Context: an optimization exercise on an open-source flow, tuned for small area. The choices shown serve that exercise and are no tape-out recipe. RTL that was checked went through simulation tests only; none was proved equivalent to the original. Power is estimated from default activity; no workload was simulated.

==> inputs of job 8757 <==
==> flow/design.v <==
module registers_bit_next (
    input  q,
    input  d,
    input  we,
    input  wen,
    output nq
);
    assign nq = (q & wen) | (d & we);
endmodule
module registers_rd3 (
    input  [2:0] a,
    input  [2:0] s,
    output       yn
);
    assign yn = ~|(a & s);
endmodule
module registers_rdsum (
    input  [10:0] yn,
    output        y
);
    assign y = ~&yn;
endmodule
module registers (
    input [4:0] write_addr,
    input [4:0] read_addr,
    input write,
    input clk,
    input rstn,
    input [32-1:0] write_data,
    output [32-1:0] read_data
);
    reg [31:1] valid;
    reg [32-1:0] regs [1:31];
    wire [31:1] wsel;
    wire [31:1] rsel;
    genvar g, b;
    generate
        for (g = 1; g < 32; g = g + 1) begin : row
            wire [32-1:0] nq;
            assign wsel[g] = write && (write_addr == g);
            assign rsel[g] = valid[g] && (read_addr == g);
            wire wen = !wsel[g];
            for (b = 0; b < 32; b = b + 1) begin : bt
                registers_bit_next u_next (
                    .q(regs[g][b]), .d(write_data[b]), .we(wsel[g]), .wen(wen), .nq(nq[b])
                );
            end
            always @(posedge clk)
                regs[g] <= nq;
        end
        for (b = 0; b < 32; b = b + 1) begin : col
            wire [10:0] yn;
            for (g = 0; g < 10; g = g + 1) begin : grp
                registers_rd3 u_rd3 (
                    .a({regs[3*g+3][b], regs[3*g+2][b], regs[3*g+1][b]}),
                    .s(rsel[3*g+3:3*g+1]),
                    .yn(yn[g])
                );
            end
            assign yn[10] = ~(regs[31][b] & rsel[31]);
            registers_rdsum u_sum (.yn(yn), .y(read_data[b]));
        end
    endgenerate
    always @(posedge clk or negedge rstn) begin
        if (!rstn)
            valid <= 31'b0;
        else
            valid <= valid | wsel;
    end
endmodule
==> flow/flow/run.sh <==
#!/bin/bash
# The standard ORFS layout (the standard.sh, standard synthesis included),
# with two changes:
#  - port buffers are buf_1 cells instead of the buffer_ports default pick;
#  - clock tree: larger sink clusters, clkbuf_8 only, no dummy loads.
# make's full output goes to flow.log; each ORFS step keeps its own log
# under orfs/logs/.
set -euo pipefail
export BUFFER_PORTS_ARGS="-buffer_cell sky130_fd_sc_hd__buf_1"
export CTS_ARGS="-sink_clustering_enable -repair_clock_nets -sink_clustering_size 16 -sink_clustering_max_diameter 60 -buf_list {sky130_fd_sc_hd__clkbuf_8} -dont_use_dummy_load"
bash standard.sh finish > flow.log 2>&1
==> flow/standard.sh <==
#!/bin/bash
# synth_recipe.tcl (not shown) runs the flow's synth.tcl, then flattens the netlist and writes it again
# the make line also repeats each setting of config.mk as NAME=value (left out here)
make -C /OpenROAD-flow-scripts/flow DESIGN_CONFIG=/design/flow/config.mk WORK_HOME=/design/flow/orfs CLKGATE_MAP_FILE= SYNTH_SCRIPT=/design/flow/synth_recipe.tcl "${@:-finish}"
==> flow/config.mk <==
export PLATFORM = sky130hd
export DESIGN_NAME = registers
export DESIGN_NICKNAME = registers
export VERILOG_FILES = /design/flow/design.v
export SDC_FILE = /design/flow/constraint.sdc
export NUM_CORES = 4
export LEC_CHECK = 0
export CAP_MARGIN = 5
export CORE_MARGIN = 2
export CORE_UTILIZATION = 50
export GPL_TIMING_DRIVEN = 0
export SETUP_SLACK_MARGIN = 0.1
export SLEW_MARGIN = 5
export SYNTH_HIERARCHICAL = 1
==> flow/constraint.sdc <==
create_clock -name core_clock -period 6.0 [get_ports {clk}]
set_input_delay 1.2000 -clock core_clock [delete_from_list [all_inputs] [get_ports {clk}]]
set_output_delay 1.2000 -clock core_clock [all_outputs]
set_load 0.01 [all_outputs]
==> job 7238: changes against job 8757 <==
==> flow/run.sh (new file) <==
#!/bin/bash
# synth_recipe.tcl (not shown) runs the flow's synth.tcl, then flattens the netlist and writes it again
# the make line also repeats each setting of config.mk as NAME=value (left out here)
make -C /OpenROAD-flow-scripts/flow DESIGN_CONFIG=/design/flow/config.mk WORK_HOME=/design/flow/orfs CLKGATE_MAP_FILE= SYNTH_SCRIPT=/design/flow/synth_recipe.tcl finish
--- a/flow/config.mk
+++ b/flow/config.mk
@@ -7,8 +7,10 @@
 export LEC_CHECK = 0
-export CAP_MARGIN = 5
+export CAP_MARGIN = 20
 export CORE_MARGIN = 2
 export CORE_UTILIZATION = 50
-export GPL_TIMING_DRIVEN = 0
-export SETUP_SLACK_MARGIN = 0.1
-export SLEW_MARGIN = 5
+export CTS_BUF_LIST = sky130_fd_sc_hd__clkbuf_16 sky130_fd_sc_hd__clkbuf_8
+export CTS_CLUSTER_DIAMETER = 60
+export CTS_CLUSTER_SIZE = 30
+export SETUP_SLACK_MARGIN = 0.2
+export SLEW_MARGIN = 20
 export SYNTH_HIERARCHICAL = 1
removed: flow/flow/run.sh
removed: flow/standard.sh
==> job 2128: changes against job 8757 <==
==> flow/design.v, changed modules only <==
module registers (
    input [4:0] write_addr,
    input [4:0] read_addr,
    input write,
    input clk,
    input rstn,
    input [32-1:0] write_data,
    output [32-1:0] read_data
);
    reg [32-1:0] regs [0:31];
    reg [5:0] i;
    assign read_data = regs[read_addr];
    always @(posedge clk or negedge rstn) begin
        if (!rstn) begin
            for (i = 0; i < 32; i = i+1) begin
                regs[i[4:0]] <= 'b0;
            end
        end
        else begin
            if (write) begin
                if (write_addr != 0) begin
                    regs[write_addr] <= write_data;
                end
            end
        end
    end
endmodule
// module registers_bit_next removed
// module registers_rd3 removed
// module registers_rdsum removed
==> flow/run.sh (new file) <==
#!/bin/bash
# synth_recipe.tcl (not shown) runs the flow's synth.tcl, then flattens the netlist and writes it again
# the make line also repeats each setting of config.mk as NAME=value (left out here)
make -C /OpenROAD-flow-scripts/flow DESIGN_CONFIG=/design/flow/config.mk WORK_HOME=/design/flow/orfs CLKGATE_MAP_FILE= SYNTH_SCRIPT=/design/flow/synth_recipe.tcl finish
==> flow/config.mk (replaced) <==
export PLATFORM = sky130hd
export DESIGN_NAME = registers
export DESIGN_NICKNAME = registers
export VERILOG_FILES = /design/flow/design.v
export SDC_FILE = /design/flow/constraint.sdc
export NUM_CORES = 4
export LEC_CHECK = 0
export CAP_MARGIN = 20
export CORE_MARGIN = 2
export CORE_UTILIZATION = 40
export SLEW_MARGIN = 20
removed: flow/flow/run.sh
removed: flow/standard.sh
==> job 1021: changes against job 8757 <==
==> flow/run.sh (new file) <==
#!/bin/bash
# synth_recipe.tcl (not shown) runs the flow's synth.tcl, then flattens the netlist and writes it again
# the make line also repeats each setting of config.mk as NAME=value (left out here)
make -C /OpenROAD-flow-scripts/flow DESIGN_CONFIG=/design/flow/config.mk WORK_HOME=/design/flow/orfs CLKGATE_MAP_FILE= SYNTH_SCRIPT=/design/flow/synth_recipe.tcl finish
--- a/flow/config.mk
+++ b/flow/config.mk
@@ -7,8 +7,6 @@
 export LEC_CHECK = 0
-export CAP_MARGIN = 5
+export CAP_MARGIN = 20
 export CORE_MARGIN = 2
-export CORE_UTILIZATION = 50
-export GPL_TIMING_DRIVEN = 0
-export SETUP_SLACK_MARGIN = 0.1
-export SLEW_MARGIN = 5
+export CORE_UTILIZATION = 60
+export SLEW_MARGIN = 20
 export SYNTH_HIERARCHICAL = 1
removed: flow/flow/run.sh
removed: flow/standard.sh
==> impl_metrics.yaml <==
logic_synthesis:
  syn_avg_cell_area_um2: 12.9
  synth_ff_type: "dfrtp_1"
  syn_inst: 3567
cts:
  htreeDepth: 3
  cts_root_buffer: "clkbuf_16"
hold_path:
  hold_depth: 0
sta:
  worst_pin_slew_ns: 1.25
  max_freq_ghz: 0.173
layout:
  final_area_um2: 52600
  buf_share: 0.0443
  nets: 3595
place:
  place_inst: 4952
critical_path:
  critPathBufInv: 4
floorplanning:
  die_h_um: 343
outcome:
  outcome: "timing/DRC/antenna clean"
power:
  pwr_density_cell_nw_per_um2: 347
-- figures above: job 2128

==> impl_metrics.yaml <==
outcome:
  outcome: "timing/DRC/antenna clean"
floorplanning:
  die_area_um2: 59600
  die_h_um: 244
cts:
  cts_root_buffer: "clkbuf_16"
  cts.repair.resized: 0
  htreeDepth: 3
layout:
  buf_share: 0.0467
  final_area_um2: 40700
  nets: 3009
drt:
  wl_met1_um: 48000
  met3_length_um: 16500
sta:
  max_freq_ghz: 0.171
  holdWs_ns: 0.449
logic_synthesis:
  synth_ff_type: "dfxtp_1"
  syn_inst: 2688
  synth.area.mux_share: 0
power:
  pwr_density_cell_nw_per_um2: 422
  power_frac_comb: 0.116
critical_path:
  critPathBufInv: 3
place:
  place_inst: 3629
-- figures above: job 1021

==> impl_metrics.yaml <==
sta:
  worst_pin_slew_ns: 1.10
  max_freq_ghz: 0.176
critical_path:
  critPathBufInv: 3
place:
  place_inst: 3736
outcome:
  outcome: "timing/DRC/antenna clean"
logic_synthesis:
  syn_inst: 2688
  syn_avg_cell_area_um2: 12.9
layout:
  buf_share: 0.0387
  final_area_um2: 38500
cts:
  cts_root_buffer: "clkbuf_8"
-- figures above: job 8757

==> impl_metrics.yaml <==
place:
  place_inst: 3790
layout:
  nets: 2968
  final_area_um2: 39900
cts:
  clock_path_buffers: 3
  cts_root_buffer: "clkbuf_16"
  htreeDepth: 2
power:
  pwr_density_cell_nw_per_um2: 392
sta:
  max_freq_ghz: 0.175
  worst_pin_slew_ns: 1.24
logic_synthesis:
  synth_ff_type: "dfxtp_1"
  syn_avg_cell_area_um2: 12.9
  syn_inst: 2688
hold_path:
  hold_depth: 1
outcome:
  outcome: "timing/DRC/antenna clean"
critical_path:
  critPathBufInv: 3
-- figures above: job 7238

For job 2128, only the layout was checked, not whether the RTL still works.

port drivers added, routing unchanged:
The results above use ideal ports. As a check the final layouts listed here were re-extracted and re-timed, cells and wires unchanged. Step 1 sets driving cells, clkbuf_16 on the clock port and buf_2 on the other inputs (assumed; they add their load-dependent delay and slew). Step 2 also shifts input and output timing later by t, the mid clock arrival at the registers, as if the neighbouring blocks saw the same clock. a / b / c = ideal / step 1 / step 2; a / b = the first two.
| run | t (ns) | slack for setup (ns) | hold slack, ns |
|---|---|---|---|
| job 8757 | 0.753 | 0.322 / 0.289 / 0.289 | 0.454 / 0.454 / 0.454 |
| job 7238 | 0.730 | 0.285 / 0.264 / 0.264 | 0.455 / 0.455 / 0.455 |
| job 2128 | 0.769 | 0.222 / 0.183 / 0.183 | 0.379 / 0.379 / 0.379 |
| job 1021 | 0.724 | 0.140 / 0.117 / 0.117 | 0.449 / 0.449 / 0.449 |
After both steps setup and hold are still met in every run listed. For job 2128, which loses most, drivers alone change the setup slack by -0.039 ns; drivers and shift together by -0.039 ns.
